From an optimization exercise on the open Yosys and OpenROAD flow, aimed at small area and a short achievable clock period; shortcuts taken in it are not production practice.

==> inputs of run K <==
==> flow/design.v (excerpt) <==
module fpu #(
    parameter WIDTH = 24
)(
    input   logic clk,
    input   wire logic [WIDTH - 1:0] a,
    input   wire logic [WIDTH - 1:0] b,
    input   wire logic [3:0]         opcode,
    output  logic [WIDTH - 1:0] result
);
    wire       abig  = a[22:0] > b[22:0];
    wire [3:0] dab   = a[18:15] - b[18:15];
    logic [23:0] a1, b1;
    logic [3:0]  op1;
    logic        abig1;
    logic [3:0]  sh1;      
    logic        ha1, hb1;  
    always_ff @(posedge clk) begin
        a1    <= a;
        b1    <= b;
        op1   <= opcode;
        abig1 <= abig;
        sh1   <= abig ? dab : 4'd0 - dab;
        ha1   <= a[22:15] != 8'd0;
        hb1   <= b[22:15] != 8'd0;
    end
    wire is_as   = (op1 == 4'b0000) || (op1 == 4'b0100);
    wire is_max  = (op1 == 4'b0001);
    wire is_min  = (op1 == 4'b0010);
    wire is_fl   = (op1 == 4'b1000);
    wire is_ce   = (op1 == 4'b1001);
    wire is_mul  = (op1 == 4'b0011);
    wire is_abs  = (op1 == 4'b0101);
    wire is_neg  = (op1 == 4'b0110);
    wire        sa = a1[23];
    wire [7:0]  ea = a1[22:15];
    wire [14:0] fa = a1[14:0];
    wire        sb = b1[23];
    wire [7:0]  eb = b1[22:15];
    wire [14:0] fb = b1[14:0];
    wire [15:0] ma     = {ha1, fa};
    wire [15:0] mb     = {hb1, fb};
    wire        sbx    = sb ^ op1[2];
    wire [15:0] maxm   = abig1 ? ma : mb;
  ...
==> module fpu, before the edit <==
module fpu #(
    parameter WIDTH = 24
)(
    input   logic clk,
    input   wire logic [WIDTH - 1:0] a,
    input   wire logic [WIDTH - 1:0] b,
    input   wire logic [3:0]         opcode,
    output  logic [WIDTH - 1:0] result
);
    wire       abig  = a[22:0] > b[22:0];
    wire [3:0] dab   = a[18:15] - b[18:15];
    logic [23:0] a1, b1;
    logic [3:0]  op1;
    logic        abig1;
    logic [3:0]  sh1;      
    logic        ha1, hb1;  
    always_ff @(posedge clk) begin
        a1    <= a;
        b1    <= b;
        op1   <= opcode;
        abig1 <= abig;
        sh1   <= abig ? dab : 4'd0 - dab;
        ha1   <= a[22:15] != 8'd0;
        hb1   <= b[22:15] != 8'd0;
    end
    wire is_as   = (op1 == 4'b0000) || (op1 == 4'b0100);
    wire is_max  = (op1 == 4'b0001);
    wire is_min  = (op1 == 4'b0010);
    wire is_fl   = (op1 == 4'b1000);
    wire is_ce   = (op1 == 4'b1001);
    wire is_mul  = (op1 == 4'b0011);
    wire is_abs  = (op1 == 4'b0101);
    wire is_neg  = (op1 == 4'b0110);
    wire        sa = a1[23];
    wire [7:0]  ea = a1[22:15];
    wire [14:0] fa = a1[14:0];
    wire        sb = b1[23];
    wire [7:0]  eb = b1[22:15];
    wire [14:0] fb = b1[14:0];
    wire [15:0] ma     = {ha1, fa};
    wire [15:0] mb     = {hb1, fb};
    wire        sbx    = sb ^ op1[2];
    wire [15:0] maxm   = abig1 ? ma : mb;
    wire [15:0] minm   = abig1 ? mb : ma;
    wire [7:0]  maxe   = abig1 ? ea : eb;
    wire [15:0] shm    = minm >> sh1;
    wire        effsub = sa ^ sbx;
    wire        ssign  = abig1 ? sa : sbx;
    wire [16:0] sum;
    wire        sum_co;
    fp_add17 u_add (.x({1'b0, maxm}), .y({1'b0, effsub ? ~shm : shm}), .ci(effsub),
                    .s(sum), .co(sum_co));
    wire        a_gt = (sa == sb) ? (abig1 ^ sa) : sb;
    wire [23:0] mm   = (a_gt ^ is_min) ? a1 : b1;
    wire [22:0] th;
    genvar k;
    generate for (k = 0; k < 23; k = k + 1) begin : g_th
        assign th[k] = ea >= 8'(128 + k);
    end endgenerate
    wire [14:0] fmask;     
    wire [14:0] cm;        
    wire [14:0] hm;        
    generate for (k = 0; k < 15; k = k + 1) begin : g_masks
        assign fmask[k] = th[14 - k];
        assign cm[k]    = th[8 + k];
        assign hm[k]    = th[22 - k];
    end endgenerate
    wire [14:0] rf   = fa & fmask;
    wire        fhf  = |(fa & ~fmask);
    wire        frz  = ~|rf;
    wire        lt1  = ~th[0] & (ea != 8'd127);
    wire        fup  = sa & fhf;
    wire [23:0] fl_r = {sa, lt1 ? 8'd0 : (fup & frz) ? ea + 8'd1 : ea,
                        rf[14:1], rf[0] | (fup & ~frz)};
    wire        chf  = ~th[22] & |(fa & cm);
    wire [14:0] cx   = fa | ~hm;
    wire [15:0] cpa;                       
    assign cpa[0] = 1'b1;
    generate for (k = 0; k < 15; k = k + 1) begin : g_cpa
        assign cpa[k + 1] = cpa[k] & cx[k];
    end endgenerate
    wire [23:0] ce_r = ~chf ? a1 :
                       sa   ? {1'b1, ea, fa & ~cm} :
                              {1'b0, ea + {7'd0, cpa[15]}, fa ^ (hm & cpa[14:0])};
    wire [23:0] pass_r =
        (is_max | is_min) ? mm :
        is_fl  ? fl_r :
        is_ce  ? ce_r :
        is_abs ? {1'b0, a1[22:0]} :
        is_neg ? {~sa, a1[22:0]} :
        (sa ? 24'hbf8000 : 24'h3f8000);
    wire [31:0] r0, r1;
    fp_mul_tree u_tree (.fa(fa), .fb(fb), .r0(r0), .r1(r1));
    wire        lo_co;     
    fp_cy10 u_lo (.x(r0[9:0]), .y(r1[9:0]), .co(lo_co));
    wire [8:0]  sum9  = {1'b0, ea} + {1'b0, eb};
    wire [8:0]  e9    = sum9 - 9'd127;
    wire        mzero = ~ha1 || ~hb1 || (sum9 < 9'd128);
    wire        movf  = sum9 >= 9'd382;
    wire        meq   = sum9 == 9'd381;
    wire        msign = sa ^ sb;
    logic        k_mul, k_as, k_sub;
    logic [56:0] d2;
    always_ff @(posedge clk) begin
        k_mul <= is_mul;
        k_as  <= is_as;
        k_sub <= effsub;
        if (is_mul)
            d2 <= {meq, movf, mzero, msign, e9[7:0], lo_co, r1[31:10], r0[31:10]};
        else if (is_as)
            d2 <= {31'd0, ssign, maxe, sum};
        else
            d2 <= {33'd0, pass_r};
    end
    wire [16:0] m  = d2[16:0];
    wire [7:0]  me = d2[24:17];
    wire        ms = d2[25];
    logic [3:0] lz;
    always_comb begin
        lz = 4'd15;
        for (int i = 0; i < 16; i++)
            if (m[i]) lz = 4'(15 - i);
    end
    wire [15:0] nsh   = m[15:0] << lz;
    wire [23:0] add_r = m[16] ? {ms, me + 8'd1, m[15:1]} : {ms, me, m[14:0]};
    wire [23:0] sub_r = (m[15:0] == 16'd0) ? {ms, 23'd0} : {ms, me - {4'd0, lz}, nsh[14:0]};
    wire [21:0] ps;                        
    wire        ps_co;
    fp_add22 u_cpa (.x(d2[21:0]), .y(d2[43:22]), .ci(d2[44]),
                    .s(ps), .co(ps_co));
    wire [16:0] p     = ps[21:5];          
    wire [7:0]  pe0   = d2[52:45];
    wire [7:0]  pe1   = d2[52:45] + 8'd1;
    wire [7:0]  pe    = p[16] ? pe1 : pe0;
    wire [14:0] pm    = p[16] ? p[15:1] : p[14:0];
    wire        povf  = d2[55] | (d2[56] & p[16]);
    wire [23:0] mul_r = d2[54] ? 24'd0 : povf ? 24'h7f8000 : {d2[53], pe, pm};
    always_ff @(posedge clk) begin
        if (k_mul)
            result <= mul_r;
        else if (k_as)
            result <= k_sub ? sub_r : add_r;
        else
            result <= d2[23:0];
    end
endmodule
clock: 8.5 ns
lec_check: 0
cap_margin: 20
core_margin: 2
core_utilization: 40
setup_slack_margin: 5
slew_margin: 20
synth_hierarchical: 1
synth_minimum_keep_size: 0
run.sh (not shown) runs the stock make flow with config.mk's settings and CLKGATE_MAP_FILE= SYNTH_SCRIPT=/design/flow/synth_recipe.tcl, a recipe that flattens the netlist after the stock synthesis.
==> run H: changes against run K <==
--- a/flow/design.v
+++ b/flow/design.v
@@ -806,6 +806,7 @@
     output  logic [WIDTH - 1:0] result
 );
     wire       abig  = a[22:0] > b[22:0];
+    wire       egt   = a[22:15] > b[22:15];
     wire [3:0] dab   = a[18:15] - b[18:15];
     logic [23:0] a1, b1;
     logic [3:0]  op1;
@@ -817,7 +818,7 @@
         b1    <= b;
         op1   <= opcode;
         abig1 <= abig;
-        sh1   <= abig ? dab : 4'd0 - dab;
+        sh1   <= egt ? dab : 4'd0 - dab;    
         ha1   <= a[22:15] != 8'd0;
         hb1   <= b[22:15] != 8'd0;
     end
==> flow_summary.ini <==
[timing]
hold_ws_ns = 0.523
fin_crit_sh_pct = 46.5

[grt]
grt_use_total_pct = 29.4

[status]
status = timing/DRC/antenna clean

[worst_setup_path]
reg2reg_depth = 15
r2r_start = b1[9]$_DFF_P_
cp.depth = 15
worst-path-buf-inv = 1

[final_layout]
seq_share_pct = 12.7
nClkBuffers = 21
area_growth_pct = 25.2

[pwr]
internal-power_mw = 2.88
pg_seq_mw = 0.981

[drt]
drt-total-wl_um = 71600
The numbers above come from run K.

==> flow_summary.ini <==
[final_layout]
area_growth_pct = 27.8
seq_share_pct = 12.6

[status]
status = timing/DRC/antenna clean

[worst_setup_path]
worst-path-buf-inv = 3
reg2reg_depth = 17
cp.depth = 17

[timing]
fin_crit_sh_pct = 47.2

[pwr]
internal-power_mw = 2.95
The numbers above come from run H.

No run of this note included a check of the RTL's function; only the layout flow was run.

[port drivers added, routing unchanged]
The flow's constraints put no driver on any port. The routed layouts listed below were extracted and timed again, unchanged, in two steps. Step 1 assumes that a clkbuf_16 drives the clock port and a buf_2 every other input. Step 2 also shifts input and output timing later by t, the mid clock arrival at the registers, as if the neighbouring blocks saw the same clock. Slacks: no drivers / after step 1 / after step 2; pairs: no drivers / after step 1.
run | t (ns) | slack for setup (ns) | worst register clock-pin slew, ns
run K | 0.530 | 4.545 / 4.545 / 4.531 | 0.07 / 0.07
run H | 0.528 | 4.486 / 4.486 / 4.486 | 0.09 / 0.09
After both steps every run listed still meets setup and hold. For run K, which loses most, drivers alone change the setup slack by 0.000 ns; drivers and shift together by -0.014 ns.
